This is an optimization exercise on Yosys and OpenROAD, whose aim is a short achievable clock period and few clock cycles, not a production implementation. The RTL was checked by simulation tests, not by an equivalence proof against the original design. Power is estimated from default activity; no workload was simulated.

<file path="flow/flow/run.sh">
#!/bin/bash
set -euo pipefail
export SETUP_SLACK_MARGIN=9.0
bash standard.sh > standard_flow.log 2>&1
</file>
<file path="flow/standard.sh">
#!/bin/bash
# synth_recipe.tcl (not shown) runs the flow's synth.tcl, then flattens the netlist and writes it again
# the make line also repeats each setting of config.mk as NAME=value (left out here)
make -C /OpenROAD-flow-scripts/flow DESIGN_CONFIG=/design/flow/config.mk WORK_HOME=/design/flow/orfs CLKGATE_MAP_FILE= SYNTH_SCRIPT=/design/flow/synth_recipe.tcl "${@:-finish}"
</file>
<file path="flow/config.mk">
export PLATFORM = sky130hd
export DESIGN_NAME = Sayeh
export DESIGN_NICKNAME = Sayeh
export VERILOG_FILES = /design/flow/design.v
export SDC_FILE = /design/flow/constraint.sdc
export NUM_CORES = 4
export LEC_CHECK = 0
export ABC_CLOCK_PERIOD_IN_PS = 1000
export CAP_MARGIN = 30
export CORE_MARGIN = 2
export CORE_UTILIZATION = 40
export SLEW_MARGIN = 30
</file>
<file path="flow/constraint.sdc">
create_clock -name core_clock -period 13.0 [get_ports {clk}]
set_input_delay 2.6000 -clock core_clock [delete_from_list [all_inputs] [get_ports {clk}]]
set_output_delay 2.6000 -clock core_clock [all_outputs]
set_load 0.01 [all_outputs]
</file>
<file path="flow/design.v">
`timescale 1ns/100ps
module Sayeh (
  clk,
  ReadMem, WriteMem, ReadIO, WriteIO,
  Addressbus,
  ExternalReset, MemDataready, Databus_in, Databus_out
);
input clk;
output ReadMem;
output WriteMem;
output ReadIO;
output WriteIO;
input [15: 0] Databus_in;
output [15: 0] Databus_out;
output [15: 0] Addressbus;
input ExternalReset;
input MemDataready;
wire rst = ExternalReset;
reg b_rm, b_wm, b_ri, b_wi;
reg [15:0] b_addr, b_dout;
assign ReadMem = b_rm;
assign WriteMem = b_wm;
assign ReadIO = b_ri;
assign WriteIO = b_wi;
assign Addressbus = b_addr;
assign Databus_out = b_dout;
reg [15:0] rf [0:63];
reg [15:0] win0, win1, win2, win3;
reg [5:0] wp;
reg cf, zf;
reg halted;
reg pw_v, pv_v;                  
reg [5:0] pw_a, pv_a;
reg [15:0] pw_d, pv_d;
reg [15:0] fa;                   
reg fa_lazy;                     
reg [15:0] fadr;                 
reg inf;                         
reg [31:0] cv;
reg [10:0] ct [0:31];
reg [15:0] cd [0:31];
reg cfv;                         
reg [2:0] qn;                    
reg [1:0] qh;                    
reg [15:0] qw [0:3];             
reg [15:0] qa [0:3];             
wire [1:0] qt = qh + qn[1:0];    
reg xv;                          
reg xup;                         
reg xlo;                         
reg xpair;                       
reg xfirst;                      
reg xph2;                        
reg xpre;                        
reg [7:0] xi;                    
reg [7:0] ximm;                  
reg [15:0] xpc;                  
reg [3:0] u_rdo, u_rso, l_rdo, l_rso;    
reg [15:0] u_opo, l_opo;         
reg u_setc, u_clrc;              
reg [2:0] u_fsel;                
reg [3:0] stale;                 
reg bar;                         
reg rl_pend;                     
reg [5:0] ld0, ld1, ld2, ld3;    
function [15:0] wsel;
  input [1:0] n;
  input [15:0] w0, w1, w2, w3;
  begin
    case (n)
      2'd0: wsel = w0;
      2'd1: wsel = w1;
      2'd2: wsel = w2;
      default: wsel = w3;
    endcase
  end
endfunction
function up_ok;
  input [7:0] u;
  begin
    up_ok = (u[7:4] != 4'h0 && u[7:4] != 4'hF) || (u == 8'h00) ||
            (u >= 8'h02 && u <= 8'h06);
  end
endfunction
function lo_ok;
  input [7:0] l;
  begin
    lo_ok = (l[7:4] != 4'h0 && l[7:4] != 4'hF) || (l >= 8'h01 && l <= 8'h06);
  end
endfunction
function pairable;
  input [7:0] u, l;
  reg [3:0] uo, lo;
  reg uok, lok, uw, lrd, lrs, ubus, lbus, lrc, uwc;
  begin
    uo = u[7:4]; lo = l[7:4];
    uok = (u == 8'h00) || (u >= 8'h02 && u <= 8'h05) || (uo == 4'h1) || (uo == 4'h3) ||
          (uo >= 4'h6 && uo <= 4'hE) || (((uo == 4'h2) || (uo == 4'h4)) && (lo != 4'hD));
    lok = (l >= 8'h02 && l <= 8'h05) || (lo == 4'h1) || (lo == 4'h3) || (lo == 4'h5) ||
          (lo >= 4'h6 && lo <= 4'hE);
    uw = (uo == 4'h1) || (uo == 4'h2) || (uo == 4'h4) || (uo >= 4'h6 && uo <= 4'hD);
    lrd = (lo == 4'h3) || (lo == 4'h5) || (lo == 4'h6) || (lo == 4'h7) ||
          (lo >= 4'hB && lo <= 4'hE);
    lrs = (lo != 4'h0);
    ubus = (uo == 4'h3) || (uo == 4'h5);
    lbus = (lo == 4'h3) || (lo == 4'h5);
    lrc = (lo == 4'hB) || (lo == 4'hC);
    uwc = (uo == 4'hB) || (uo == 4'hC) || (uo == 4'hE);
    pairable = uok && lok && !(ubus && lbus) &&
               !(uw && ((lrd && l[3:2] == u[3:2]) || (lrs && l[1:0] == u[3:2]))) &&
               !(lrc && uwc);
  end
endfunction
function [31:0] csa_mul;
  input [7:0] a, b;
  reg [15:0] r0, r1, r2, r3, r4, r5, r6, r7;
  reg [15:0] s1, c1, s2, c2, s3, c3, s4, c4, s5, c5, s6, c6;
  begin
    r0 = b[0] ? {8'd0, a}       : 16'd0;
    r1 = b[1] ? {7'd0, a, 1'b0} : 16'd0;
    r2 = b[2] ? {6'd0, a, 2'b0} : 16'd0;
    r3 = b[3] ? {5'd0, a, 3'b0} : 16'd0;
    r4 = b[4] ? {4'd0, a, 4'b0} : 16'd0;
    r5 = b[5] ? {3'd0, a, 5'b0} : 16'd0;
    r6 = b[6] ? {2'd0, a, 6'b0} : 16'd0;
    r7 = b[7] ? {1'd0, a, 7'b0} : 16'd0;
    s1 = r0 ^ r1 ^ r2; c1 = ((r0 & r1) | (r0 & r2) | (r1 & r2)) << 1;
    s2 = r3 ^ r4 ^ r5; c2 = ((r3 & r4) | (r3 & r5) | (r4 & r5)) << 1;
    s3 = s1 ^ c1 ^ s2; c3 = ((s1 & c1) | (s1 & s2) | (c1 & s2)) << 1;
    s4 = c2 ^ r6 ^ r7; c4 = ((c2 & r6) | (c2 & r7) | (r6 & r7)) << 1;
    s5 = s3 ^ c3 ^ s4; c5 = ((s3 & c3) | (s3 & s4) | (c3 & s4)) << 1;
    s6 = s5 ^ c5 ^ c4; c6 = ((s5 & c5) | (s5 & c4) | (c5 & c4)) << 1;
    csa_mul = {s6, c6};
  end
endfunction
reg [31:0] p00, p01, p02, p03, p11, p12, p13, p22, p23, p33;
always @(posedge clk) begin
  p00 <= csa_mul(win0[7:0], win0[7:0]);
  p01 <= csa_mul(win0[7:0], win1[7:0]);
  p02 <= csa_mul(win0[7:0], win2[7:0]);
  p03 <= csa_mul(win0[7:0], win3[7:0]);
  p11 <= csa_mul(win1[7:0], win1[7:0]);
  p12 <= csa_mul(win1[7:0], win2[7:0]);
  p13 <= csa_mul(win1[7:0], win3[7:0]);
  p22 <= csa_mul(win2[7:0], win2[7:0]);
  p23 <= csa_mul(win2[7:0], win3[7:0]);
  p33 <= csa_mul(win3[7:0], win3[7:0]);
end
function [9:0] pair_oh;
  input [1:0] rd, rs;
  begin
    case ({rd, rs})
      4'b0000: pair_oh = 10'b0000000001;
      4'b0001, 4'b0100: pair_oh = 10'b0000000010;
      4'b0010, 4'b1000: pair_oh = 10'b0000000100;
      4'b0011, 4'b1100: pair_oh = 10'b0000001000;
      4'b0101: pair_oh = 10'b0000010000;
      4'b0110, 4'b1001: pair_oh = 10'b0000100000;
      4'b0111, 4'b1101: pair_oh = 10'b0001000000;
      4'b1010: pair_oh = 10'b0010000000;
      4'b1011, 4'b1110: pair_oh = 10'b0100000000;
      default: pair_oh = 10'b1000000000;
    endcase
  end
endfunction
function [9:0] pso_of;
  input [3:0] d, s;
  begin
    pso_of = {d[3] & s[3],
              (d[2] & s[3]) | (d[3] & s[2]),
              d[2] & s[2],
              (d[1] & s[3]) | (d[3] & s[1]),
              (d[1] & s[2]) | (d[2] & s[1]),
              d[1] & s[1],
              (d[0] & s[3]) | (d[3] & s[0]),
              (d[0] & s[2]) | (d[2] & s[0]),
              (d[0] & s[1]) | (d[1] & s[0]),
              d[0] & s[0]};
  end
endfunction
function [31:0] psel_oh;
  input [9:0] o;
  begin
    psel_oh = ({32{o[0]}} & p00) | ({32{o[1]}} & p01) | ({32{o[2]}} & p02) | ({32{o[3]}} & p03) |
              ({32{o[4]}} & p11) | ({32{o[5]}} & p12) | ({32{o[6]}} & p13) | ({32{o[7]}} & p22) |
              ({32{o[8]}} & p23) | ({32{o[9]}} & p33);
  end
endfunction
function [30:0] udec;
  input [7:0] u;
  input up;
  reg [3:0] o;
  begin
    o = u[7:4];
    udec = {onehot4(u[3:2]), onehot4(u[1:0]), onehot16(o),
            (u == 8'h04),
            (u == 8'h05) | (o == 4'h1) | (o == 4'h4) | (o >= 4'h6 && o <= 4'hA) | (o == 4'hD),
            up & (o == 4'hF) & (u[1:0] == 2'b10),
            up & (o == 4'hF) & (u[1:0] == 2'b01),
            up & (o == 4'hF) & (u[1:0] == 2'b00)};
  end
endfunction
function [23:0] ldec;
  input [7:0] l;
  begin
    ldec = {onehot4(l[3:2]), onehot4(l[1:0]), onehot16(l[7:4])};
  end
endfunction
function [31:0] psel;
  input [3:0] rr;
  begin
    case (rr)
      4'b0000: psel = p00;
      4'b0001, 4'b0100: psel = p01;
      4'b0010, 4'b1000: psel = p02;
      4'b0011, 4'b1100: psel = p03;
      4'b0101: psel = p11;
      4'b0110, 4'b1001: psel = p12;
      4'b0111, 4'b1101: psel = p13;
      4'b1010: psel = p22;
      4'b1011, 4'b1110: psel = p23;
      default: psel = p33;
    endcase
  end
endfunction
function zsum;
  input [15:0] x, y;
  input c;
  reg [15:0] p, k;
  begin
    p = x ^ y;
    k = x | y;
    zsum = (p[0] == c) && (p[15:1] == k[14:0]);
  end
endfunction
function [20:0] alu;
  input [15:0] oh;
  input [3:0] sub;               
  input [2:0] fsel;              
  input ph2;
  input [15:0] a, b;
  input cin;
  input [31:0] pp;
  input [7:0] imm;
  input [15:0] pcimm;
  input [15:0] din;
  reg [16:0] sa, ss;
  reg [15:0] r;
  reg wr, wc, c, wz, z, f_mil, f_mih, f_spc, ldin, logic_op;
  begin
    sa = ks16(a, b, cin);
    ss = ks16(a, ~b, ~cin);
    ss[16] = ~ss[16];
    f_mil = fsel[0];
    f_mih = fsel[1];
    f_spc = fsel[2];
    ldin = (oh[2] | oh[4]) & ph2;
    r = ({16{oh[1]}} & b) |
        ({16{ldin}} & din) |
        ({16{oh[6]}} & (a & b)) |
        ({16{oh[7]}} & (a | b)) |
        ({16{oh[8]}} & ~b) |
        ({16{oh[9]}} & {b[14:0], b[0]}) |
        ({16{oh[10]}} & {b[15], b[15:1]}) |
        ({16{oh[11]}} & sa[15:0]) |
        ({16{oh[12]}} & ss[15:0]) |
        ({16{oh[13]}} & (pp[31:16] + pp[15:0])) |
        ({16{f_mil}} & {a[15:8], imm}) |
        ({16{f_mih}} & {imm, a[7:0]}) |
        ({16{f_spc}} & pcimm);
    logic_op = oh[1] | oh[6] | oh[7] | oh[8] | oh[9] | oh[10] | oh[13];
    wr = logic_op | ldin | oh[11] | oh[12] | f_mil | f_mih | f_spc;
    wc = logic_op | oh[11] | oh[12] | oh[14] | f_mil | f_mih | (oh[4] & ph2) |
         (oh[0] & (sub == 4'h4 || sub == 4'h5));
    c = (oh[11] & sa[16]) | (oh[12] & ss[16]) | (oh[14] & (a > b)) | (oh[0] & (sub == 4'h4));
    wz = logic_op | oh[11] | oh[12] | oh[14] | f_mil | f_mih | (oh[4] & ph2) |
         (oh[0] & (sub == 4'h2 || sub == 4'h3));
    z = (oh[1] & (b == 16'd0)) |
        (oh[4]) |
        (oh[6] & ((a & b) == 16'd0)) |
        (oh[7] & ((a | b) == 16'd0)) |
        (oh[8] & (b == 16'hFFFF)) |
        (oh[9] & (b[14:0] == 15'd0)) |
        (oh[10] & (b[15:1] == 15'd0)) |
        (oh[11] & zsum(a, b, cin)) |
        (oh[12] & zsum(a, ~b, ~cin)) |
        (oh[13] & ((a[7:0] == 8'd0) | (b[7:0] == 8'd0))) |
        (oh[14] & ((a == b) | (a == 16'd0))) |
        ((f_mil | f_mih) & (imm == 8'd0)) |
        (oh[0] & (sub == 4'h2));
    alu = {wr, r, wc, c, wz, z};
  end
endfunction
function [15:0] onehot16;
  input [3:0] v;
  begin
    onehot16 = 16'd1 << v;
  end
endfunction
function [3:0] onehot4;
  input [1:0] v;
  begin
    onehot4 = 4'd1 << v;
  end
endfunction
function [15:0] wsel_oh;
  input [3:0] o;
  input [15:0] w0, w1, w2, w3;
  begin
    wsel_oh = ({16{o[0]}} & w0) | ({16{o[1]}} & w1) | ({16{o[2]}} & w2) | ({16{o[3]}} & w3);
  end
endfunction
wire [3:0] xop = xi[7:4];
wire [1:0] xrd = xi[3:2];
wire [1:0] xrs = xi[1:0];
wire x_ctl = (xop == 4'h0);
wire d_hlt = x_ctl & (xi[3:0] == 4'h1);
wire d_cwp = x_ctl & (xi[3:0] == 4'h6);
wire d_jpr = xup & x_ctl & (xi[3:0] == 4'h7);
wire d_brz = xup & x_ctl & (xi[3:0] == 4'h8);
wire d_brc = xup & x_ctl & (xi[3:0] == 4'h9);
wire d_awp = xup & x_ctl & (xi[3:0] == 4'hA);
wire d_lda = (xop == 4'h2);
wire d_sta = (xop == 4'h3);
wire d_inp = (xop == 4'h4);
wire d_oup = (xop == 4'h5);
wire d_mul = (xop == 4'hD);
wire d_f   = xup & (xop == 4'hF);
wire d_mil = d_f & (xi[1:0] == 2'b00);
wire d_mih = d_f & (xi[1:0] == 2'b01);
wire d_spc = d_f & (xi[1:0] == 2'b10);
wire d_jpa = d_f & (xi[1:0] == 2'b11);
wire lv = xup & xpair & ~((xop == 4'h2 || xop == 4'h4) & ~xph2);    
wire [1:0] lrd = ximm[3:2];
wire [1:0] lrs = ximm[1:0];
wire l_sta = (ximm[7:4] == 4'h3);
wire l_oup = (ximm[7:4] == 4'h5);
wire l_mul = (ximm[7:4] == 4'hD);
wire mstall = (u_opo[13] & |(stale & (u_rdo | u_rso))) |
              (lv & l_opo[13] & |(stale & (l_rdo | l_rso)));
wire run = xv & ~halted & ~mstall & ~bar;
wire [15:0] A = wsel_oh(u_rdo, win0, win1, win2, win3);
wire [15:0] B = wsel_oh(u_rso, win0, win1, win2, win3);
wire [15:0] LA = wsel_oh(l_rdo, win0, win1, win2, win3);
wire [15:0] LB = wsel_oh(l_rso, win0, win1, win2, win3);
wire [7:0] w0_hi1 = win0[15:8] + 8'd1;
wire [7:0] w1_hi1 = win1[15:8] + 8'd1;
wire [7:0] w2_hi1 = win2[15:8] + 8'd1;
wire [7:0] w3_hi1 = win3[15:8] + 8'd1;
wire l_cin = u_setc | (~u_clrc & cf);
function [4:0] cla4;
  input [3:0] a, b;
  input c0;
  reg [3:0] g, p;
  reg c1, c2, c3, c4;
  begin
    g = a & b;
    p = a ^ b;
    c1 = g[0] | (p[0] & c0);
    c2 = g[1] | (p[1] & g[0]) | (p[1] & p[0] & c0);
    c3 = g[2] | (p[2] & g[1]) | (p[2] & p[1] & g[0]) | (p[2] & p[1] & p[0] & c0);
    c4 = g[3] | (p[3] & g[2]) | (p[3] & p[2] & g[1]) | (p[3] & p[2] & p[1] & g[0]) |
         (p[3] & p[2] & p[1] & p[0] & c0);
    cla4 = {c4, p ^ {c3, c2, c1, c0}};
  end
endfunction
function [8:0] cla8;
  input [7:0] a, b;
  input c0;
  reg [4:0] l, h0, h1;
  begin
    l = cla4(a[3:0], b[3:0], c0);
    h0 = cla4(a[7:4], b[7:4], 1'b0);
    h1 = cla4(a[7:4], b[7:4], 1'b1);
    cla8 = l[4] ? {h1, l[3:0]} : {h0, l[3:0]};
  end
endfunction
function [5:0] add6;
  input [5:0] a, b;
  reg [4:0] l;
  reg [2:0] g, p;
  reg [2:0] h0, h1;
  begin
    l = cla4({1'b0, a[2:0]}, {1'b0, b[2:0]}, 1'b0);
    g = a[5:3] & b[5:3];
    p = a[5:3] ^ b[5:3];
    h0 = p ^ {g[1] | (p[1] & g[0]), g[0], 1'b0};
    h1 = p ^ {g[1] | (p[1] & g[0]) | (p[1] & p[0]), g[0] | p[0], 1'b1};
    add6 = {l[3] ? h1 : h0, l[2:0]};
  end
endfunction
function [16:0] ks16;
  input [15:0] a, b;
  input c0;
  reg [16:0] g, p, g2, p2;
  integer i, d;
  begin
    g = {a & b, c0};
    p = {a ^ b, 1'b0};
    for (d = 1; d < 17; d = d * 2) begin
      g2 = g; p2 = p;
      for (i = d; i < 17; i = i + 1) begin
        g2[i] = g[i] | (p[i] & g[i - d]);
        p2[i] = p[i] & p[i - d];
      end
      g = g2; p = p2;
    end
    ks16 = {g[16], (a ^ b) ^ g[15:0]};
  end
endfunction
function [15:0] addcs;
  input [15:0] base;
  input [7:0] hi1;
  input [7:0] imm;
  input c;
  reg [8:0] lo;
  begin
    lo = cla8(base[7:0], imm, c);
    addcs = {lo[8] ? hi1 : base[15:8], lo[7:0]};
  end
endfunction
function [7:0] wsel8;
  input [1:0] n;
  input [7:0] w0, w1, w2, w3;
  begin
    case (n)
      2'd0: wsel8 = w0;
      2'd1: wsel8 = w1;
      2'd2: wsel8 = w2;
      default: wsel8 = w3;
    endcase
  end
endfunction
wire [7:0] xpc_hi1 = xpc[15:8] + 8'd1;
wire [15:0] pc_imm = addcs(xpc, xpc_hi1, ximm, 1'b0);
wire [15:0] t_base = d_jpa ? A : xpc;
wire [7:0] t_hi1 = d_jpa ? wsel8(xrd, w0_hi1, w1_hi1, w2_hi1, w3_hi1) : xpc_hi1;
wire [15:0] target = addcs(t_base, t_hi1, ximm, 1'b0);
wire [20:0] au = alu(u_opo, xi[3:0], u_fsel, xph2, A, B, cf, psel_oh(pso_of(u_rdo, u_rso)), ximm, pc_imm, Databus_in);
wire [20:0] al = alu(l_opo, ximm[3:0], 3'b000, 1'b1, LA, LB, l_cin, psel_oh(pso_of(l_rdo, l_rso)), 8'd0, 16'd0, Databus_in);
wire u_wc = au[3];
wire u_c  = au[2];
wire u_wz = au[1];
wire u_z  = au[0];
wire inph1 = (d_lda | d_inp) & ~xph2;                 
wire wr_u = run & au[20];
wire [15:0] wd_u = au[19:4];
wire wr_l = run & lv & al[20];
wire [15:0] wd_l = al[19:4];
wire taken = run & ~xpre & (d_jpr | (d_brz & zf) | (d_brc & cf) | d_jpa);
wire u_bus = inph1 | d_sta | d_oup;
wire iss = run & (u_bus | (lv & (l_sta | l_oup)));
wire [15:0] iss_addr = u_bus ? ((d_lda | d_inp) ? B : A) : LA;
wire [15:0] iss_data = u_bus ? B : LB;
wire [15:0] st_addr = d_sta ? A : LA;
wire st = run & (d_sta | (lv & l_sta));
wire smc = st & ((qn != 3'd0) & ((qa[0] == st_addr) | (qa[1] == st_addr) | (qa[2] == st_addr) |
                                  (qa[3] == st_addr)) |
                 ((inf | cfv) & (fadr == st_addr)));
wire bar_set = run & ((d_oup & (A == 16'hFFFF)) | (lv & l_oup & (LA == 16'hFFFF)));
wire x_adv = run & ~inph1 & ~d_hlt;
wire to_lo = x_adv & xup & xlo;
wire need = ~xv | (x_adv & ~to_lo);
wire [15:0] cw = cd[fadr[4:0]];
wire hit = cfv & cv[fadr[4:0]] & (ct[fadr[4:0]] == fadr[15:5]);
wire arr = inf | hit;                    
wire q0v = (qn != 3'd0);
wire [15:0] q0w = qw[qh];
wire [15:0] q0a = qa[qh];
wire [15:0] nw = q0v ? q0w : inf ? Databus_in : cw;
wire [15:0] na = q0v ? q0a : fadr;
wire nwv = q0v | arr;
function pairable_ld;
  input [7:0] u, l;
  reg [3:0] uo;
  reg uok, uw;
  begin
    uo = u[7:4];
    uok = (u == 8'h00) || (u >= 8'h02 && u <= 8'h05) || (uo == 4'h1) ||
          (uo >= 4'h6 && uo <= 4'hC) || (uo == 4'hE);
    uw = (uo == 4'h1) || (uo >= 4'h6 && uo <= 4'hC);
    pairable_ld = uok && ((l[7:4] == 4'h2) || (l[7:4] == 4'h4)) && !(uw && (l[1:0] == u[3:2]));
  end
endfunction
function [3:0] wdec;
  input [15:0] w;
  reg lo, sk, hs;
  begin
    lo = lo_ok(w[7:0]);
    sk = (w[15:8] == 8'h00) & lo;
    hs = up_ok(w[15:8]) & lo & ~sk;
    wdec = {sk, hs, hs & pairable(w[15:8], w[7:0]), hs & pairable_ld(w[15:8], w[7:0])};
  end
endfunction
wire [3:0] wd_q0 = wdec(q0w);
wire [3:0] wd_d0 = wdec(Databus_in);
wire [3:0] wd_c0 = wdec(cw);
wire [2:0] wd_q = wd_q0[3:1];
wire [2:0] wd_d = wd_d0[3:1];
wire [2:0] wd_c = wd_c0[3:1];
wire [2:0] wdn = q0v ? wd_q : inf ? wd_d : wd_c;
wire n_skip = wdn[2];
wire n_has = wdn[1];
wire n_pair_b = wdn[0];
wire [30:0] ud_q = wd_q[2] ? udec(q0w[7:0], 1'b0) : udec(q0w[15:8], 1'b1);
wire [30:0] ud_d = wd_d[2] ? udec(Databus_in[7:0], 1'b0) : udec(Databus_in[15:8], 1'b1);
wire [30:0] ud_c = wd_c[2] ? udec(cw[7:0], 1'b0) : udec(cw[15:8], 1'b1);
wire [30:0] ud_n = to_lo ? udec(ximm, 1'b0) : (q0v ? ud_q : inf ? ud_d : ud_c);
wire [23:0] ld_n = q0v ? ldec(q0w[7:0]) : inf ? ldec(Databus_in[7:0]) : ldec(cw[7:0]);
wire [7:0] xi_q = wd_q[2] ? q0w[7:0] : q0w[15:8];
wire [7:0] xi_d = wd_d[2] ? Databus_in[7:0] : Databus_in[15:8];
wire [7:0] xi_c = wd_c[2] ? cw[7:0] : cw[15:8];
wire flush = taken | smc;
wire pop = need & q0v;
wire direct = need & ~q0v;               
wire push = arr & ~direct;
wire [2:0] qcnt = qn;
wire fetch = ~halted & ~(run & d_hlt) & (qcnt + {2'b0, inf | cfv} < 3'd4);
wire u_wr_dec = (xop == 4'h1) | (xop >= 4'h6 && xop <= 4'hD) | d_mil | d_mih | d_spc |
                ((d_lda | d_inp) & xph2);
wire l_wr_dec = lv & ((ximm[7:4] == 4'h1) | (ximm[7:4] == 4'h2) | (ximm[7:4] == 4'h4) |
                      (ximm[7:4] >= 4'h6 && ximm[7:4] <= 4'hD));
wire x_wp = rl_pend | (xv & (d_awp | d_cwp));
wire [3:0] xw_may;
assign xw_may[0] = x_wp | (xv & ((u_wr_dec & (xrd == 2'd0)) | (l_wr_dec & (lrd == 2'd0))));
assign xw_may[1] = x_wp | (xv & ((u_wr_dec & (xrd == 2'd1)) | (l_wr_dec & (lrd == 2'd1))));
assign xw_may[2] = x_wp | (xv & ((u_wr_dec & (xrd == 2'd2)) | (l_wr_dec & (lrd == 2'd2))));
assign xw_may[3] = x_wp | (xv & ((u_wr_dec & (xrd == 2'd3)) | (l_wr_dec & (lrd == 2'd3))));
wire xwz = xv & (u_wz | (lv & al[1]));
wire xwc = xv & (u_wc | (lv & al[3]));
wire nxt_v = to_lo | (need & nwv);
wire ok_e = nxt_v & ~flush & ~bar_set & ~bar & ~halted & ~iss;
function [16:0] eld;
  input [7:0] b;
  input [3:0] busy;
  input [15:0] w0, w1, w2, w3;
  begin
    eld = {((b[7:4] == 4'h2) | (b[7:4] == 4'h4)) & ~busy[b[1:0]], wsel(b[1:0], w0, w1, w2, w3)};
  end
endfunction
wire [16:0] eld_lo = eld(ximm, xw_may, win0, win1, win2, win3);
wire [16:0] eld_q = eld(q0w[15:8], xw_may, win0, win1, win2, win3);
wire [16:0] eld_d = eld(Databus_in[15:8], xw_may, win0, win1, win2, win3);
wire [16:0] eld_n = to_lo ? eld_lo : (q0v ? eld_q : inf ? eld_d : 17'd0);
wire [7:0] nb = to_lo ? ximm : nw[15:8];
wire nb_ld = (nb[7:4] == 4'h2);
wire nb_in = (nb[7:4] == 4'h4);
wire e_ld = ok_e & eld_n[16];
wire [15:0] e_ld_addr = eld_n[15:0];
wire [17:0] eldL_q = {wd_q0[0] & ~xw_may[q0w[1:0]], q0w[6], wsel(q0w[1:0], win0, win1, win2, win3)};
wire [17:0] eldL_d = {wd_d0[0] & ~xw_may[Databus_in[1:0]], Databus_in[6],
                      wsel(Databus_in[1:0], win0, win1, win2, win3)};
wire [17:0] eldL_n = q0v ? eldL_q : inf ? eldL_d : 18'd0;
wire e_ldL = ok_e & ~to_lo & eldL_n[17];
wire n_pair = n_pair_b | e_ldL;
wire e_lda = e_ld | e_ldL;               
function [16:0] ebr;
  input [15:0] w;
  input [15:0] a;
  input [7:0] a_hi1;
  input [3:0] busy;
  input wz, wc, z, c;
  input [15:0] w0, w1, w2, w3;
  input [7:0] h0, h1, h2, h3;
  reg jpa;
  reg [15:0] t0, t1, t2, t3;
  begin
    jpa = (w[15:12] == 4'hF) & (w[9:8] == 2'b11);
    t0 = addcs(w0, h0, w[7:0], 1'b0);
    t1 = addcs(w1, h1, w[7:0], 1'b0);
    t2 = addcs(w2, h2, w[7:0], 1'b0);
    t3 = addcs(w3, h3, w[7:0], 1'b0);
    ebr = {(w[15:8] == 8'h07) | ((w[15:8] == 8'h08) & ~wz & z) | ((w[15:8] == 8'h09) & ~wc & c) |
           (jpa & ~busy[w[11:10]]),
           jpa ? wsel(w[11:10], t0, t1, t2, t3) : addcs(a, a_hi1, w[7:0], 1'b0)};
  end
endfunction
wire [16:0] ebr_q = ebr(q0w, q0a, q0a[15:8] + 8'd1, xw_may, xwz, xwc, zf, cf,
                        win0, win1, win2, win3, w0_hi1, w1_hi1, w2_hi1, w3_hi1);
wire [16:0] ebr_d = ebr(Databus_in, fadr, fadr[15:8] + 8'd1, xw_may, xwz, xwc, zf, cf,
                        win0, win1, win2, win3, w0_hi1, w1_hi1, w2_hi1, w3_hi1);
wire [16:0] ebr_n = q0v ? ebr_q : inf ? ebr_d : 17'd0;
wire e_br = ok_e & ~to_lo & ebr_n[16];
wire [15:0] e_target = ebr_n[15:0];
wire [15:0] fa_eff = (fa_lazy | hit) ? fadr + 16'd1 : fa;
function [23:0] eawp;
  input [5:0] imm;
  input [5:0] b0, b1, b2, b3;
  begin
    eawp = {add6(b3, imm), add6(b2, imm), add6(b1, imm), add6(b0, imm)};
  end
endfunction
wire reload = rl_pend | (run & (d_awp | d_cwp));
wire wp_upd = reload & ~(rst & ~rl_pend);
wire [5:0] wp_next = reload ? ld0 : wp;
wire reload_dec = rl_pend | (xv & (d_awp | d_cwp));
wire [5:0] lb0 = reload_dec ? ld0 : wp;
wire [5:0] lb1 = reload_dec ? ld1 : wp + 6'd1;
wire [5:0] lb2 = reload_dec ? ld2 : wp + 6'd2;
wire [5:0] lb3 = reload_dec ? ld3 : wp + 6'd3;
always @(posedge clk) begin
  if (arr) begin qw[qt] <= inf ? Databus_in : cw; qa[qt] <= fadr; end
  if (inf & MemDataready) begin
    cd[fadr[4:0]] <= Databus_in;
    ct[fadr[4:0]] <= fadr[15:5];
  end
  if (rst) cv <= 32'd0;
  else if (st) cv[st_addr[4:0]] <= 1'b0;
  else if (inf & MemDataready) cv[fadr[4:0]] <= 1'b1;
  if (rst || flush || e_br) begin
    qn <= 3'd0;
  end else begin
    qn <= qn + {2'b0, push} - {2'b0, pop};
  end
  if (pop) qh <= qh + 2'd1;
  if (to_lo | need) {u_rdo, u_rso, u_opo, u_setc, u_clrc, u_fsel} <= ud_n;
  if (to_lo) begin
    xup <= 1'b0;
    xlo <= 1'b0;
    xfirst <= 1'b0;
    xi <= ximm;
  end else if (need) begin
    {l_rdo, l_rso, l_opo} <= ld_n;
    xpre <= e_br;
    xup <= ~n_skip;
    xlo <= n_has & ~n_pair;
    xpair <= n_pair;
    xfirst <= 1'b1;
    xi <= q0v ? xi_q : inf ? xi_d : xi_c;
    ximm <= nw[7:0];
    xpc <= na;
  end else if (run) begin
    xfirst <= 1'b0;
  end
  xph2 <= ~rst & ((run & inph1) | e_ld);
  if (rst | to_lo | (need & ~(q0v ? (~wd_q[2] & (q0w[15:8] == 8'h0A)) :
                               inf ? (~wd_d[2] & (Databus_in[15:8] == 8'h0A)) :
                                     (~wd_c[2] & (cw[15:8] == 8'h0A))))) begin
    ld0 <= 6'd0; ld1 <= 6'd1; ld2 <= 6'd2; ld3 <= 6'd3;
  end else if (need) begin
    {ld3, ld2, ld1, ld0} <= q0v ? eawp(q0w[5:0], lb0, lb1, lb2, lb3) :
                            inf ? eawp(Databus_in[5:0], lb0, lb1, lb2, lb3) : eawp(cw[5:0], lb0, lb1, lb2, lb3);
  end
  if (rst || taken) xv <= 1'b0;
  else if (need) xv <= nwv & ~smc;
  if (rst) bar <= 1'b0;
  else if (bar_set) bar <= 1'b1;
  else if (b_rm & MemDataready) bar <= 1'b0;
  if (rst) halted <= 1'b0;
  else if (run & d_hlt) halted <= 1'b1;
  b_addr <= ({16{taken}} & target) | ({16{iss}} & iss_addr) | ({16{e_br}} & e_target) |
            ({16{e_ld}} & e_ld_addr) | ({16{e_ldL}} & eldL_n[15:0]) |
            ({16{~(taken | iss | e_br | e_lda)}} & fa_eff);
  fadr <= ({16{taken}} & target) | ({16{e_br}} & e_target) | ({16{~(taken | e_br)}} & fa_eff);
  b_dout <= iss_data;
  if (rst) begin
    b_rm <= 1'b0; b_wm <= 1'b0; b_ri <= 1'b0; b_wi <= 1'b0;
    inf <= 1'b0;
    cfv <= 1'b0;
  end else begin
    cfv <= ~taken & ~e_br & (iss | e_lda) & ~smc & fetch;
    b_rm <= taken | (run & d_lda & ~xph2) | e_br | (e_ld & nb_ld) | (e_ldL & ~eldL_n[16]) |
            (~iss & ~e_lda & (fetch | bar));
    b_wm <= run & (d_sta | (lv & l_sta));
    b_ri <= (run & d_inp & ~xph2) | (e_ld & nb_in) | (e_ldL & eldL_n[16]);
    b_wi <= run & (d_oup | (lv & l_oup));
    inf <= taken | e_br | (~iss & ~e_lda & fetch);
  end
  if (rst) begin
    fa <= 16'd0; fa_lazy <= 1'b0;
  end else if (taken | e_br) begin
    fa_lazy <= 1'b1;
  end else if (smc) begin
    fa <= xpc + 16'd1; fa_lazy <= 1'b0;
  end else if (~iss & ~e_lda & fetch) begin
    fa_lazy <= 1'b1;
  end else begin
    fa <= fa_eff; fa_lazy <= 1'b0;
  end
end
always @(posedge clk) begin
  if (rst) cf <= 1'b0;
  else if (run) begin
    if (lv & al[3]) cf <= al[2];
    else if (u_wc) cf <= u_c;
    if (lv & al[1]) zf <= al[0];
    else if (u_wz) zf <= u_z;
  end
end
function [15:0] rf_eff;
  input [5:0] i;
  begin
    rf_eff = (pv_v && pv_a == i) ? pv_d : (pw_v && pw_a == i) ? pw_d : rf[i];
  end
endfunction
always @(posedge clk) begin
  if (pw_v) rf[pw_a] <= pw_d;
  if (pv_v) rf[pv_a] <= pv_d;
  pw_v <= ~rst & wr_u;
  pw_a <= wp + {4'd0, xrd};
  pw_d <= wd_u;
  pv_v <= ~rst & wr_l;
  pv_a <= wp + {4'd0, lrd};
  pv_d <= wd_l;
  rl_pend <= rst;
  stale[0] <= wp_upd | (~rst & ((wr_u & (xrd == 2'd0)) | (wr_l & (lrd == 2'd0))));
  stale[1] <= wp_upd | (~rst & ((wr_u & (xrd == 2'd1)) | (wr_l & (lrd == 2'd1))));
  stale[2] <= wp_upd | (~rst & ((wr_u & (xrd == 2'd2)) | (wr_l & (lrd == 2'd2))));
  stale[3] <= wp_upd | (~rst & ((wr_u & (xrd == 2'd3)) | (wr_l & (lrd == 2'd3))));
  if (wp_upd) begin
    wp <= ld0;
    win0 <= rf_eff(ld0);
    win1 <= rf_eff(ld1);
    win2 <= rf_eff(ld2);
    win3 <= rf_eff(ld3);
  end else if (~rst) begin
    if (wr_l & l_rdo[0]) win0 <= wd_l; else if (wr_u & u_rdo[0]) win0 <= wd_u;
    if (wr_l & l_rdo[1]) win1 <= wd_l; else if (wr_u & u_rdo[1]) win1 <= wd_u;
    if (wr_l & l_rdo[2]) win2 <= wd_l; else if (wr_u & u_rdo[2]) win2 <= wd_u;
    if (wr_l & l_rdo[3]) win3 <= wd_l; else if (wr_u & u_rdo[3]) win3 <= wd_u;
  end
end
endmodule
</file>
==> flow_metrics.py, run 1 <==
metrics = {
    "outcome": {
        "status": "timing/DRC/antenna clean",
    },
    "clock_network": {
        "clkSinkCount": 2640,
        "clkSlewWorstSetupHoldPaths_ns": 0.06,
        "cts.hold.buffers_added": 0,
        "tritoncts": "done",
        "clock_latency_ns": 1.02,
        "cts-root-buf": "clkbuf_16",
        "cts_made_buffers": 310,
        "h-tree-depth": 5,
        "clockBufferDepth": 4,
    },
    "timing": {
        "skew_ns": 0.103,
        "period_needed_ns": 4.88,
        "tns_ns": 0,
        "maxSlewViolCount": 0,
        "relSlewSlack": 0.187,
        "rsz0062_at_grt": "true",
        "timing.fmax_mhz": 205,
        "fin_crit_sh": 0.376,
        "hold_viol": 0,
        "tightestPinTransition_ns": 1.21,
        "finalSetupViolations": 0,
    },
    "pwr": {
        "p_per_area_nw_per_um2": 307,
        "peakVddDrop_v": 0.000289,
        "leakage_nw": 75.4,
    },
    "die": {
        "die_area_sq_um": 461000,
        "ios": 55,
        "rows": 247,
        "initial_core_util": 0.402,
        "core_sq_um": 453000,
        "die_w_microns": 679,
        "die_h_microns": 679,
    },
    "synth": {
        "synth_compound_area_frac": 0.0937,
        "synthesis.area_sq_um": 182000,
        "seq_area_frac_synth": 0.409,
        "synth-simple-area-share": 0.0754,
        "synth_top_family_by_area": "multiplexers",
        "syn_area_per_cell_sq_um": 12.6,
        "ys_top_cells_by_area": "edfxtp_1, mux4_2, mux2_2",
        "yosys_warnings": 1,
        "synth_top_area_cell": "edfxtp_1",
        "async_reset_ff_frac": 0,
        "ys_types": 109,
        "synth_nets": 15325,
        "synth_ff_type": "edfxtp_1",
        "synth_fa_ha_area_frac": 0.0753,
        "synth_top_area_share": 0.358,
        "ys_ff_latch": 2640,
        "synth_edf_count": 2170,
        "synth_cells": 14431,
        "synth_mux_area_frac": 0.279,
        "synth_xor_area_frac": 0.0232,
    },
    "layout": {
        "fin_nets": 15717,
        "synthToLayoutAreaGrowth_pct": 21.2,
        "final_cell_area_sq_um": 221000,
        "final_layout_size_suffix_gt1_frac": 0.379,
    },
    "worst_setup_path": {
        "rr_startpoint": "l_rso[1]",
        "critPathKind": "flop to flop",
        "cp_max_fo": 21,
        "critPathArrivalTime_ns": 5.60,
        "r2r_end": "win0[14]",
        "required_ns": 13.72,
        "start_kind": "flop",
        "cp-end-kind": "flop",
        "r2r_slack_ns": 8.12,
        "reg2regPathDepth": 14,
    },
    "drt": {
        "first_pass_iters": 10,
        "routed_wl_mm": 894,
        "drcViolationCount": 0,
        "vias_per_cell": 7.12,
        "wl_per_cell_microns": 42.4,
        "vias": 150221,
        "ant_nets": 0,
        "first_iter_violations": 27705,
    },
    "grt": {
        "grt_max_degree": 112,
        "grt_use_total": 0.373,
        "grt_overflow_total": 0,
        "antenna_found_initial": 93,
        "grt_pass1_vias": 139952,
        "grt_pass1_wl_mm": 1190,
    },
    "placement": {
        "io_buffers": 54,
        "place_area_sq_um": 192000,
        "gp_congestion": 1.05,
        "hpwl_mm": 551,
    },
    "hold_path": {
        "min_path_type": "flop to flop",
        "hp-start": "cv[13]",
        "worstHoldPathCells": 2,
        "hold_end": "cv[13]",
    },
    "run": {
        "drv_cap": 0,
    },
}
[how the worst max path moves through the flow]
stage	startpoint	endpoint	slack, ns	cells after the start
final	l_rso[1]	win0[14]	8.12	14
after global placement	Databus_in[1]	b_addr[14]	6.15	13
after global routing	l_rdo[3]	win2[14]	8.11	17
after detailed placement	Databus_in[1]	b_addr[14]	6.16	13
after floorplan	Databus_in[1]	b_addr[8]	7.95	12
after CTS	l_rdo[3]	win0[14]	8.19	17
[where the power goes]
part / total [mW] / switching (mW) / internal, mW
clock: 8.72 / 3.86 / 4.86
combinational: 46.7 / 28.7 / 18.0
sequential: 12.3 / 1.41 / 10.9
total: 67.7 / 34.0 / 33.7
[logic make-up after synthesis]
family | after synthesis
compound gates | 2506
xor+xnor | 483
fa+ha+maj | 876
buf+inv | 2001
flops | 2640
mux | 3120
simple gates | 2805
[synthesized netlist by cell type, types with 367 or more instances]
library cell,n
nand2_1,818
mux2_2,1079
mux2i_1,578
inv_1,587
dfxtp_1,470
edfxtp_1,2170
clkbuf_1,1068
mux4_2,1454
o21ai_0,418
a21oi_1,456
fa_1,367
ha_1,508
nor2_1,680
[sequential cells by signal, summed over array words and instances (netlist names), 25 cells and up, named ones only]
| register | cells |
|---|---|
| rf | 1024 |
| cd | 512 |
| ct | 352 |
| qa | 64 |
| qw | 64 |
| cv | 32 |
| p01 | 26 |
| p02 | 26 |
| p03 | 26 |
| p12 | 26 |
| p13 | 26 |
| p23 | 26 |
| p00 | 25 |
| p11 | 25 |
| p22 | 25 |
| p33 | 25 |
[critical path, stage by stage, from the launching register on]
cell	delay (ns)
edfxtp_1	0.36
buf_4	0.25
and2_4	0.23
buf_12	0.14
buf_4	0.18
a22o_1	0.18
a221oi_1	0.49
nand4_1	0.30
ha_1	0.46
a21o_1	0.26
a21oi_4	0.24
nor4b_2	0.08
a211o_1	0.38
or4_4	0.63
a221o_1	0.35
[layer usage]
layer	global-route usage	up-vias	part of all wire
met5	0.00364	-	0.00062
met4	0.242	54	0.083
met3	0.158	3011	0.16
met2	0.513	13061	0.40
met1	0.479	76862	0.36
li1	-	57233	-
[per-stage QoR]
stage          worst slack [ns]  utilization  instances  hold WS (ns)  total power, mW
6_report                   8.12        0.487      21099         0.476             67.7
5_1_grt                    8.11        0.487      21051         0.499             69.4
4_1_cts                    8.19        0.476      20777         0.474             63.7
3_5_place_dp               6.16        0.423      19607         0.467             49.5
2_1_floorplan              7.95            -      14431         0.437             35.0
3_3_place_gp               6.15        0.422      19581         0.458             49.3
[layout make-up]
class,count,area [sq um]
Sequential cell,2640,74800
Tap cell,5976,7480
Multi-Input combinational cell,9796,108000
Clock inverter,137,1300
Antenna cell,55,138
Clock buffer,420,8480
Inverter,594,2370
Timing Repair Buffer,1481,18500
Fill cell,39321,232000
[cell usage in the layout, fill, tap and decap left out, types with 83 or more instances in the layout]
| cell type | instances |
|---|---|
| mux4_2 | 1454 |
| o21ai_0 | 269 |
| buf_6 | 172 |
| mux2i_1 | 556 |
| buf_16 | 98 |
| o21ai_1 | 83 |
| nand2_1 | 721 |
| dfxtp_1 | 370 |
| a21oi_1 | 363 |
| o211ai_1 | 86 |
| xor2_1 | 179 |
| buf_4 | 874 |
| nor4_1 | 107 |
| xnor2_1 | 271 |
| a22o_1 | 119 |
| fa_1 | 356 |
| buf_12 | 159 |
| o22ai_1 | 234 |
| mux2_2 | 1069 |
| edfxtp_1 | 2170 |
| bufbuf_16 | 83 |
| nand3_1 | 155 |
| inv_1 | 544 |
| a22oi_1 | 292 |
| ha_1 | 415 |
| nor3_1 | 110 |
| clkbuf_1 | 88 |
| nand4_1 | 151 |
| nor2_4 | 84 |
| clkbuf_16 | 331 |
| nor2_1 | 560 |
| and2_1 | 288 |
[repair_timing]
action	CTS	global route
pin swaps	252	289
cloned	115	14
setup buffers	498	248
gates resized for setup	1547	537
setup endpoints to repair	1505	818
Testbench counts, summed over its fixed seeds: cycles 23,386.
==> run 2: changes to the inputs <==
--- a/flow/design.v
+++ b/flow/design.v
@@ -58,2 +58,3 @@
 reg [3:0] u_rdo, u_rso, l_rdo, l_rso;    
+reg [9:0] u_pso, l_pso;          
 reg [15:0] u_opo, l_opo;         
@@ -188,3 +189,3 @@
 endfunction
-function [30:0] udec;
+function [28:0] udec;
   input [7:0] u;
@@ -246,3 +247,3 @@
   input [15:0] din;
-  reg [16:0] sa, ss;
+  reg [16:0] sa, ss, pm;
   reg [15:0] r;
@@ -253,2 +254,3 @@
     ss[16] = ~ss[16];
+    pm = ks16(pp[31:16], pp[15:0], 1'b0);
     f_mil = fsel[0];
@@ -266,3 +268,3 @@
         ({16{oh[12]}} & ss[15:0]) |
-        ({16{oh[13]}} & (pp[31:16] + pp[15:0])) |
+        ({16{oh[13]}} & pm[15:0]) |
         ({16{f_mil}} & {a[15:8], imm}) |
@@ -438,4 +440,4 @@
 wire [15:0] target = addcs(t_base, t_hi1, ximm, 1'b0);
-wire [20:0] au = alu(u_opo, xi[3:0], u_fsel, xph2, A, B, cf, psel_oh(pso_of(u_rdo, u_rso)), ximm, pc_imm, Databus_in);
-wire [20:0] al = alu(l_opo, ximm[3:0], 3'b000, 1'b1, LA, LB, l_cin, psel_oh(pso_of(l_rdo, l_rso)), 8'd0, 16'd0, Databus_in);
+wire [20:0] au = alu(u_opo, xi[3:0], u_fsel, xph2, A, B, cf, psel_oh(u_pso), ximm, pc_imm, Databus_in);
+wire [20:0] al = alu(l_opo, ximm[3:0], 3'b000, 1'b1, LA, LB, l_cin, psel_oh(l_pso), 8'd0, 16'd0, Databus_in);
 wire u_wc = au[3];
@@ -504,7 +506,32 @@
 wire n_pair_b = wdn[0];
-wire [30:0] ud_q = wd_q[2] ? udec(q0w[7:0], 1'b0) : udec(q0w[15:8], 1'b1);
-wire [30:0] ud_d = wd_d[2] ? udec(Databus_in[7:0], 1'b0) : udec(Databus_in[15:8], 1'b1);
-wire [30:0] ud_c = wd_c[2] ? udec(cw[7:0], 1'b0) : udec(cw[15:8], 1'b1);
-wire [30:0] ud_n = to_lo ? udec(ximm, 1'b0) : (q0v ? ud_q : inf ? ud_d : ud_c);
+wire [28:0] ud_q = wd_q[2] ? udec(q0w[7:0], 1'b0) : udec(q0w[15:8], 1'b1);
+wire [28:0] ud_d = wd_d[2] ? udec(Databus_in[7:0], 1'b0) : udec(Databus_in[15:8], 1'b1);
+wire [28:0] ud_c = wd_c[2] ? udec(cw[7:0], 1'b0) : udec(cw[15:8], 1'b1);
+wire [28:0] ud_n = to_lo ? udec(ximm, 1'b0) : (q0v ? ud_q : inf ? ud_d : ud_c);
 wire [23:0] ld_n = q0v ? ldec(q0w[7:0]) : inf ? ldec(Databus_in[7:0]) : ldec(cw[7:0]);
+wire [3:0] u_nd = ud_n[28:25];
+wire [3:0] u_ns = ud_n[24:21];
+wire [3:0] l_nd = ld_n[23:20];
+wire [3:0] l_ns = ld_n[19:16];
+wire [9:0] u_pso_n, l_pso_n;
+assign u_pso_n[0] = u_nd[0] & u_ns[0];
+assign u_pso_n[1] = (u_nd[0] & u_ns[1]) | (u_nd[1] & u_ns[0]);
+assign u_pso_n[2] = (u_nd[0] & u_ns[2]) | (u_nd[2] & u_ns[0]);
+assign u_pso_n[3] = (u_nd[0] & u_ns[3]) | (u_nd[3] & u_ns[0]);
+assign u_pso_n[4] = u_nd[1] & u_ns[1];
+assign u_pso_n[5] = (u_nd[1] & u_ns[2]) | (u_nd[2] & u_ns[1]);
+assign u_pso_n[6] = (u_nd[1] & u_ns[3]) | (u_nd[3] & u_ns[1]);
+assign u_pso_n[7] = u_nd[2] & u_ns[2];
+assign u_pso_n[8] = (u_nd[2] & u_ns[3]) | (u_nd[3] & u_ns[2]);
+assign u_pso_n[9] = u_nd[3] & u_ns[3];
+assign l_pso_n[0] = l_nd[0] & l_ns[0];
+assign l_pso_n[1] = (l_nd[0] & l_ns[1]) | (l_nd[1] & l_ns[0]);
+assign l_pso_n[2] = (l_nd[0] & l_ns[2]) | (l_nd[2] & l_ns[0]);
+assign l_pso_n[3] = (l_nd[0] & l_ns[3]) | (l_nd[3] & l_ns[0]);
+assign l_pso_n[4] = l_nd[1] & l_ns[1];
+assign l_pso_n[5] = (l_nd[1] & l_ns[2]) | (l_nd[2] & l_ns[1]);
+assign l_pso_n[6] = (l_nd[1] & l_ns[3]) | (l_nd[3] & l_ns[1]);
+assign l_pso_n[7] = l_nd[2] & l_ns[2];
+assign l_pso_n[8] = (l_nd[2] & l_ns[3]) | (l_nd[3] & l_ns[2]);
+assign l_pso_n[9] = l_nd[3] & l_ns[3];
 wire [7:0] xi_q = wd_q[2] ? q0w[7:0] : q0w[15:8];
@@ -530,2 +557,4 @@
 wire xwc = xv & (u_wc | (lv & al[3]));
+wire z_next = ~xv ? zf : (lv & al[1]) ? al[0] : u_wz ? u_z : zf;
+wire c_next = ~xv ? cf : (lv & al[3]) ? al[2] : u_wc ? u_c : cf;
 wire nxt_v = to_lo | (need & nwv);
@@ -577,5 +606,5 @@
 endfunction
-wire [16:0] ebr_q = ebr(q0w, q0a, q0a[15:8] + 8'd1, xw_may, xwz, xwc, zf, cf,
+wire [16:0] ebr_q = ebr(q0w, q0a, q0a[15:8] + 8'd1, xw_may, 1'b0, 1'b0, z_next, c_next,
                         win0, win1, win2, win3, w0_hi1, w1_hi1, w2_hi1, w3_hi1);
-wire [16:0] ebr_d = ebr(Databus_in, fadr, fadr[15:8] + 8'd1, xw_may, xwz, xwc, zf, cf,
+wire [16:0] ebr_d = ebr(Databus_in, fadr, fadr[15:8] + 8'd1, xw_may, 1'b0, 1'b0, z_next, c_next,
                         win0, win1, win2, win3, w0_hi1, w1_hi1, w2_hi1, w3_hi1);
@@ -616,2 +645,3 @@
   if (to_lo | need) {u_rdo, u_rso, u_opo, u_setc, u_clrc, u_fsel} <= ud_n;
+  if (to_lo | need) u_pso <= u_pso_n;
   if (to_lo) begin
@@ -623,2 +653,3 @@
     {l_rdo, l_rso, l_opo} <= ld_n;
+    l_pso <= l_pso_n;
     xpre <= e_br;
==> flow_metrics.py, run 2 <==
metrics = {
    "die": {
        "die_h_microns": 677,
        "die_area_sq_um": 458000,
        "initial_core_util": 0.402,
        "ios": 55,
        "rows": 246,
        "die_w_microns": 677,
        "core_sq_um": 450000,
    },
    "layout": {
        "final_cell_count_no_fill": 20617,
        "fin_util": 0.482,
        "final_cell_mix": "edfxtp_1, mux4_2, mux2_2, buf_4, nand2_1",
        "regMostFlops": "rf",
        "largest_reg_flops": 1024,
        "final_layout_size_suffix_gt1_frac": 0.385,
        "fin_nets": 15271,
        "layout_commonest_cell": "edfxtp_1",
        "synthToLayoutAreaGrowth_pct": 19.9,
    },
    "timing": {
        "tns_ns": 0,
        "fin_crit_sh": 0.360,
        "relSlewSlack": 0.172,
        "maxSlewViolCount": 0,
        "hold_viol": 0,
        "setup_ws_ns": 8.33,
        "tightestPinTransition_ns": 1.23,
        "skew_ns": 0.0835,
        "rsz0062_at_grt": "true",
        "hold_slack_ns": 0.479,
        "period_needed_ns": 4.67,
        "finalSetupViolations": 0,
        "timing.fmax_mhz": 214,
    },
    "synth": {
        "ys_types": 114,
        "synthTopCellsByCount": "edfxtp_1, mux4_2, mux2_2",
        "synth_ff_type": "edfxtp_1",
        "synth_top_area_cell": "edfxtp_1",
        "seq_area_frac_synth": 0.416,
        "async_reset_ff_frac": 0,
        "ys_top_cells_by_area": "edfxtp_1, mux4_2, mux2_2",
        "synthesis.area_sq_um": 181000,
        "ys_ff_latch": 2660,
        "synth_cells": 14028,
        "synth_nets": 14923,
        "yosys_warnings": 1,
        "yosysMostFrequentCell": "edfxtp_1",
        "syn_area_per_cell_sq_um": 12.9,
        "synth_edf_count": 2190,
        "synth_top_area_share": 0.364,
    },
    "drt": {
        "routed_wl_mm": 847,
        "route.met2.wl_mm": 351,
        "ant_nets": 0,
        "drt-met1-wl_mm": 295,
        "vias_per_cell": 7.02,
        "met3_length_mm": 120,
        "first_iter_violations": 24219,
        "drcViolationCount": 0,
        "top_layer": "met5",
        "wl_per_cell_microns": 41.1,
        "vias": 144684,
        "first_pass_iters": 10,
    },
    "placement": {
        "hpwl_mm": 526,
        "gp_congestion": 1.08,
        "dp.cells": 19219,
        "dpl_worst_slack_ns": 6.23,
        "io_buffers": 54,
    },
    "clock_network": {
        "cts-root-buf": "clkbuf_16",
        "cts_made_buffers": 313,
        "h-tree-depth": 5,
        "clkSinkCount": 2660,
        "clockBufferDepth": 4,
        "clock_latency_ns": 1.04,
        "tritoncts": "done",
        "clkSlewWorstSetupHoldPaths_ns": 0.06,
    },
    "worst_setup_path": {
        "cp_max_fo": 5,
        "start_kind": "flop",
        "worst_path_largest_cell_delay_ns": 0.79,
        "path_cells": "nor4_1, nand4_1, or2_2, o21ai_1, inv_1, o31ai_4, buf_12, nand3_4, a221oi_4, o31ai_4, buf_6, buf_12, or3b_4, nor3b_2",
        "critPathArrivalTime_ns": 5.59,
        "critPathBufInv": 4,
        "crit_slowest_cell": "o21ai_1",
        "critPathTopFamily": "simple AND/OR/NAND/NOR gates",
        "cp-end-kind": "flop",
        "critPathKind": "flop to flop",
        "required_ns": 13.92,
    },
    "grt": {
        "grt_pass1_wl_mm": 1140,
        "grt_overflow_total": 0,
        "grt_max_degree": 80,
        "grt_pass1_vias": 135651,
        "antenna_found_initial": 65,
        "grt_use_total": 0.354,
    },
    "pwr": {
        "leakage_nw": 73.3,
        "peakVddDrop_v": 0.000256,
        "p_per_area_nw_per_um2": 311,
    },
    "outcome": {
        "status": "timing/DRC/antenna clean",
    },
    "hold_path": {
        "min_path_type": "flop to flop",
    },
    "run": {
        "drv_cap": 0,
    },
}
[run 2: cell types whose count changed in the layout (fill, tap and decap cells not counted), moves of 32 or more]
cell      change
buf_8        -38
nor4_1       -48
a22o_1       -55
xnor2_1      +59
mux2i_1      -42
nand2_1      -63
nor3_1       -42
nand3_1      -41
a221oi_1     +32
mux4_2       +43
xor2_1       +34
[run 2: where the power goes]
part / leakage, nW / switching (mW) / internal (mW)
combinational: 44.7 / 28.3 / 18.0
clock: 4.90 / 3.92 / 5.00
sequential: 23.7 / 1.15 / 11.1
total: 73.3 / 33.4 / 34.1
[run 2: path summary, 6_finish.rpt]
| path | start | to | slack, ns | cells past startpoint |
|---|---|---|---|---|
| hold reg to reg | cv[6] | cv[6] | 0.48 | 2 |
| hold / removal | cv[6] | cv[6] | 0.48 | 2 |
| setup / recovery | l_opo[7] | cfv | 8.33 | 14 |
| setup reg to reg | l_opo[7] | cfv | 8.33 | 14 |
[run 2: final cells by class]
cell class	count	area, sq um
fillers	38921	233000
multi-input cells	9440	105000
clock inverters	160	1640
inverters	577	2310
flip-flops and latches	2660	75400
well taps	5952	7450
diodes	40	100
clock buffers	404	8430
repair buffers	1384	16500
[run 2: timing repair]
action | CTS | global route
endpoints found under the setup margin | 1299 | 319
gates cloned | 77 | 34
hold buffers | 0 | 0
resized for setup | 1286 | 568
buffers inserted | 463 | 216
pin swaps | 217 | 220
[run 2: cells by family after synthesis]
| logic type | share of synthesized area |
|---|---|
| flops | 0.416 |
| compound gates | 0.0865 |
| buf+inv | 0.0425 |
| fa+ha+maj | 0.0759 |
| xor+xnor | 0.0277 |
| mux | 0.284 |
| simple gates | 0.0683 |
[run 2: tightest hold or removal path: stages, from the launching register on]
cell and delay [ns]:
dfxtp_1 0.31, o21ai_0 0.07, a21oi_1 0.06
[run 2: stage by stage]
stage          power, mW  area (sq um)
2_1_floorplan       35.4        183000
3_3_place_gp        49.4        189000
3_5_place_dp        49.6        190000
4_1_cts             63.3        211000
5_1_grt             69.5        217000
6_report            67.5        217000
[run 2: per-layer routing]
layer / up-vias / GRT usage
met1: 73578 / 0.444
met2: 12523 / 0.506
met3: 3192 / 0.124
met5: - / 0.00396
li1: 55353 / -
met4: 38 / 0.257
Testbench counts of run 2, summed over its fixed seeds: cycles 23,092.
==> run 3: changes to the inputs <==
--- a/flow/design.v
+++ b/flow/design.v
@@ -98,3 +98,3 @@
     uok = (u == 8'h00) || (u >= 8'h02 && u <= 8'h05) || (uo == 4'h1) || (uo == 4'h3) ||
-          (uo >= 4'h6 && uo <= 4'hE) || (((uo == 4'h2) || (uo == 4'h4)) && (lo != 4'hD));
+          (uo == 4'h5) || (uo >= 4'h6 && uo <= 4'hE) || (((uo == 4'h2) || (uo == 4'h4)) && (lo != 4'hD));
     lok = (l >= 8'h02 && l <= 8'h05) || (lo == 4'h1) || (lo == 4'h3) || (lo == 4'h5) ||
@@ -449,3 +449,5 @@
 wire [15:0] wd_u = au[19:4];
-wire wr_l = run & lv & al[20];
+wire u_fin = d_oup & (A == 16'hFFFF);
+wire lv2 = lv & ~u_fin;
+wire wr_l = run & lv2 & al[20];
 wire [15:0] wd_l = al[19:4];
@@ -463,3 +465,3 @@
 wire x_adv = run & ~inph1 & ~d_hlt;
-wire to_lo = x_adv & xup & xlo;
+wire to_lo = x_adv & xup & (xlo | (xpair & u_fin));
 wire need = ~xv | (x_adv & ~to_lo);
@@ -714,5 +716,5 @@
   else if (run) begin
-    if (lv & al[3]) cf <= al[2];
+    if (lv2 & al[3]) cf <= al[2];
     else if (u_wc) cf <= u_c;
-    if (lv & al[1]) zf <= al[0];
+    if (lv2 & al[1]) zf <= al[0];
     else if (u_wz) zf <= u_z;
==> flow_metrics.py, run 3 <==
metrics = {
    "timing": {
        "hold_slack_ns": 0.462,
        "relSlewSlack": 0.197,
        "fin_crit_sh": 0.381,
        "period_needed_ns": 4.95,
        "tightestPinTransition_ns": 1.21,
        "tns_ns": 0,
        "rsz0062_at_grt": "true",
        "timing.fmax_mhz": 202,
        "finalSetupViolations": 0,
        "hold_viol": 0,
        "maxSlewViolCount": 0,
        "skew_ns": 0.0822,
    },
    "clock_network": {
        "clockBufferDepth": 4,
        "clkSinkCount": 2660,
        "h-tree-depth": 5,
        "tritoncts": "done",
        "clock_latency_ns": 1.01,
        "clkSlewWorstSetupHoldPaths_ns": 0.08,
        "cts_made_buffers": 305,
        "cts.hold.buffers_added": 0,
        "cts-root-buf": "clkbuf_16",
    },
    "synth": {
        "ys_top_cells_by_area": "edfxtp_1, mux4_2, mux2_2",
        "syn_area_per_cell_sq_um": 13.1,
        "yosys_warnings": 1,
        "synth_mux_area_frac": 0.285,
        "synth-simple-area-share": 0.0688,
        "ys_types": 120,
        "synth_ff_type": "edfxtp_1",
        "synth_nets": 14739,
        "ys_ff_latch": 2660,
        "synth_compound_area_frac": 0.0859,
        "synth_top_area_share": 0.364,
        "synth_fa_ha_area_frac": 0.0759,
        "synth_cells": 13845,
        "async_reset_ff_frac": 0,
        "yosysMostFrequentCell": "edfxtp_1",
        "synth_edf_count": 2190,
        "synthesis.area_sq_um": 181000,
        "synth_xor_area_frac": 0.0272,
        "synthTopCellsByCount": "edfxtp_1, mux4_2, mux2_2",
        "seq_area_frac_synth": 0.416,
        "synth_top_family_by_area": "multiplexers",
        "synth_top_area_cell": "edfxtp_1",
    },
    "grt": {
        "antenna_found_initial": 100,
        "grt_pass1_vias": 136385,
        "grt_pass1_wl_mm": 1150,
        "grt_use_total": 0.361,
        "grt_overflow_total": 0,
        "grt_max_degree": 109,
    },
    "pwr": {
        "peakVddDrop_v": 0.000395,
        "p_per_area_nw_per_um2": 307,
        "p_clk_frac": 0.136,
        "seqPwrFrac": 0.183,
        "p_sw_mw": 33.4,
        "swShare": 0.497,
        "leakage_nw": 74.2,
        "power_frac_comb": 0.682,
        "internal_power_mw": 33.8,
    },
    "hold_path": {
        "hp-start": "fa[14]",
        "min_path_type": "flop to flop",
    },
    "drt": {
        "drcViolationCount": 0,
        "first_iter_violations": 25840,
        "ant_nets": 0,
        "vias": 145484,
        "vias_per_cell": 7.06,
        "wl_per_cell_microns": 41.8,
        "first_pass_iters": 12,
        "routed_wl_mm": 862,
    },
    "worst_setup_path": {
        "rr_startpoint": "u_opo[7]",
        "critPathBufInv": 5,
        "critPathArrivalTime_ns": 5.82,
        "path_cells": "nor4_1, nand4_1, nor2_1, a2111o_1, nand4b_1, o41ai_4, buf_6, mux2i_1, a211oi_2, buf_4, o31ai_4, buf_12, buf_12, buf_12, nor3b_1, or4_4",
        "cp-end-kind": "flop",
        "worst_path_largest_cell_delay_ns": 0.76,
        "critPathTopFamily": "simple AND/OR/NAND/NOR gates",
        "cp_max_fo": 5,
        "critPathKind": "flop to flop",
        "critical_path.startpoint": "u_opo[7]",
        "cp_common_cell": "buf_12",
        "required_ns": 13.87,
        "start_kind": "flop",
        "crit_slowest_cell": "edfxtp_1",
    },
    "die": {
        "die_h_microns": 676,
        "rows": 246,
        "die_area_sq_um": 458000,
        "die_w_microns": 676,
        "ios": 55,
        "core_sq_um": 450000,
        "initial_core_util": 0.402,
    },
    "layout": {
        "final_layout_size_suffix_gt1_frac": 0.402,
        "n_fill_cell": 38704,
        "regMostFlops": "rf",
        "synthToLayoutAreaGrowth_pct": 20.8,
        "fin_nets": 15244,
        "largest_reg_flops": 1024,
        "final_cell_mix": "edfxtp_1, mux4_2, mux2_2, buf_4, nand2_1",
        "layout_commonest_cell": "edfxtp_1",
    },
    "outcome": {
        "status": "timing/DRC/antenna clean",
    },
    "run": {
        "drv_cap": 0,
    },
    "placement": {
        "gp_congestion": 1.06,
        "hpwl_mm": 528,
        "io_buffers": 54,
    },
}
-- run 3: tightest hold or removal path, cell delays in order (launching register included) --
cell	delay, ns
dfxtp_1	0.31
nand2_1	0.05
mux2i_1	0.05
-- run 3: layer usage --
metal  vias to the layer above  GRT usage  part of all wire
met5                         -    0.00156            0.0014
met4                        90      0.224             0.081
met3                      3218      0.174              0.17
met2                     12868      0.501              0.41
met1                     74050      0.450              0.35
li1                      55258          -                 -
-- run 3: through the flow --
| step | utilization | cells | total power [mW] | cell area (sq um) | setup slack, ns |
|---|---|---|---|---|---|
| after floorplan | - | 13845 | 33.9 | 182000 | 8.00 |
| after global placement | 0.421 | 19005 | 47.8 | 189000 | 6.12 |
| after detailed placement | 0.422 | 19021 | 48.0 | 190000 | 6.14 |
| after CTS | 0.474 | 20241 | 62.4 | 213000 | 8.43 |
| after global routing | 0.485 | 20558 | 68.8 | 218000 | 8.24 |
| final | 0.486 | 20607 | 67.1 | 218000 | 8.05 |
-- run 3: cells by family (layout without fill, tap and decap cells) --
kind of cell | after synthesis | in the layout
AOI/OAI and AO/OA | 2281 | 2283
xor gates and xnor gates | 561 | 561
adders and majority gates | 878 | 878
buffers and inverters | 1920 | 2660
DFF | 2660 | 2660
muxes | 3006 | 3008
other | 0 | 62
and+or+nand+nor | 2539 | 2543
-- run 3: timing repair --
item	in CTS	in global routing
gates resized for setup	1412	536
endpoints found under the setup margin	1505	669
setup buffers	594	273
pin swaps	295	293
cloned	76	25
-- run 3: final timing paths --
| check | end | slack, ns | cells after the start |
|---|---|---|---|
| max | b_addr[10] | 8.05 | 16 |
| min | fa[14] | 0.46 | 2 |
| max reg2reg | b_addr[10] | 8.05 | 16 |
| min reg2reg | fa[14] | 0.46 | 2 |
-- run 3: power by group through the flow --
stage	Clock (mW)	Sequential [mW]	Combinational, mW
floorplan	0	11.7	22.2
global placement	0	12.8	35.0
detailed placement	0	12.8	35.2
CTS	9.09	12.2	41.1
global route	9.42	12.3	47.1
finish	9.10	12.3	45.8
-- run 3: area by class of cell --
| cell class | count | area (sq um) | area share |
|---|---|---|---|
| inverters | 580 | 2340 | 0.0107 |
| well taps | 5952 | 7450 | 0.0341 |
| flip-flops and latches | 2660 | 75400 | 0.345 |
| repair buffers | 1530 | 17500 | 0.0801 |
| clock inverters | 173 | 1900 | 0.00872 |
| multi-input cells | 9273 | 105000 | 0.482 |
| clock buffers | 377 | 8310 | 0.0380 |
| diodes | 62 | 155 | 0.000710 |
Testbench counts of run 3, summed over its fixed seeds: cycles 23,007.

static timing again, ports no longer ideal:
How much do the figures lean on ideal ports? The routed layouts below were timed once more, with nothing changed but the port constraints.
Step 1 sets driving cells, clkbuf_16 on the clock port and buf_2 on the other inputs (assumed; they add their load-dependent delay and slew).
Step 2 times the ports against the registers' clock, not the clock port: input delays grow and output delays shrink by t, the midpoint of the rising clock arrivals with the driver on.
Three values: ideal ports, drivers, drivers and shift; two values: the first two.
run	t (ns)	slack for setup (ns)	cell pins on the clock port's net
run 1	1.082	8.116 / 8.072 / 6.990	1
run 2	1.115	8.325 / 8.325 / 7.342	1
run 3	1.088	8.053 / 8.053 / 7.039	1
After both steps setup and hold are still met in every run listed. For run 1, which loses most, drivers alone change the setup slack by -0.044 ns; drivers and shift together by -1.126 ns.
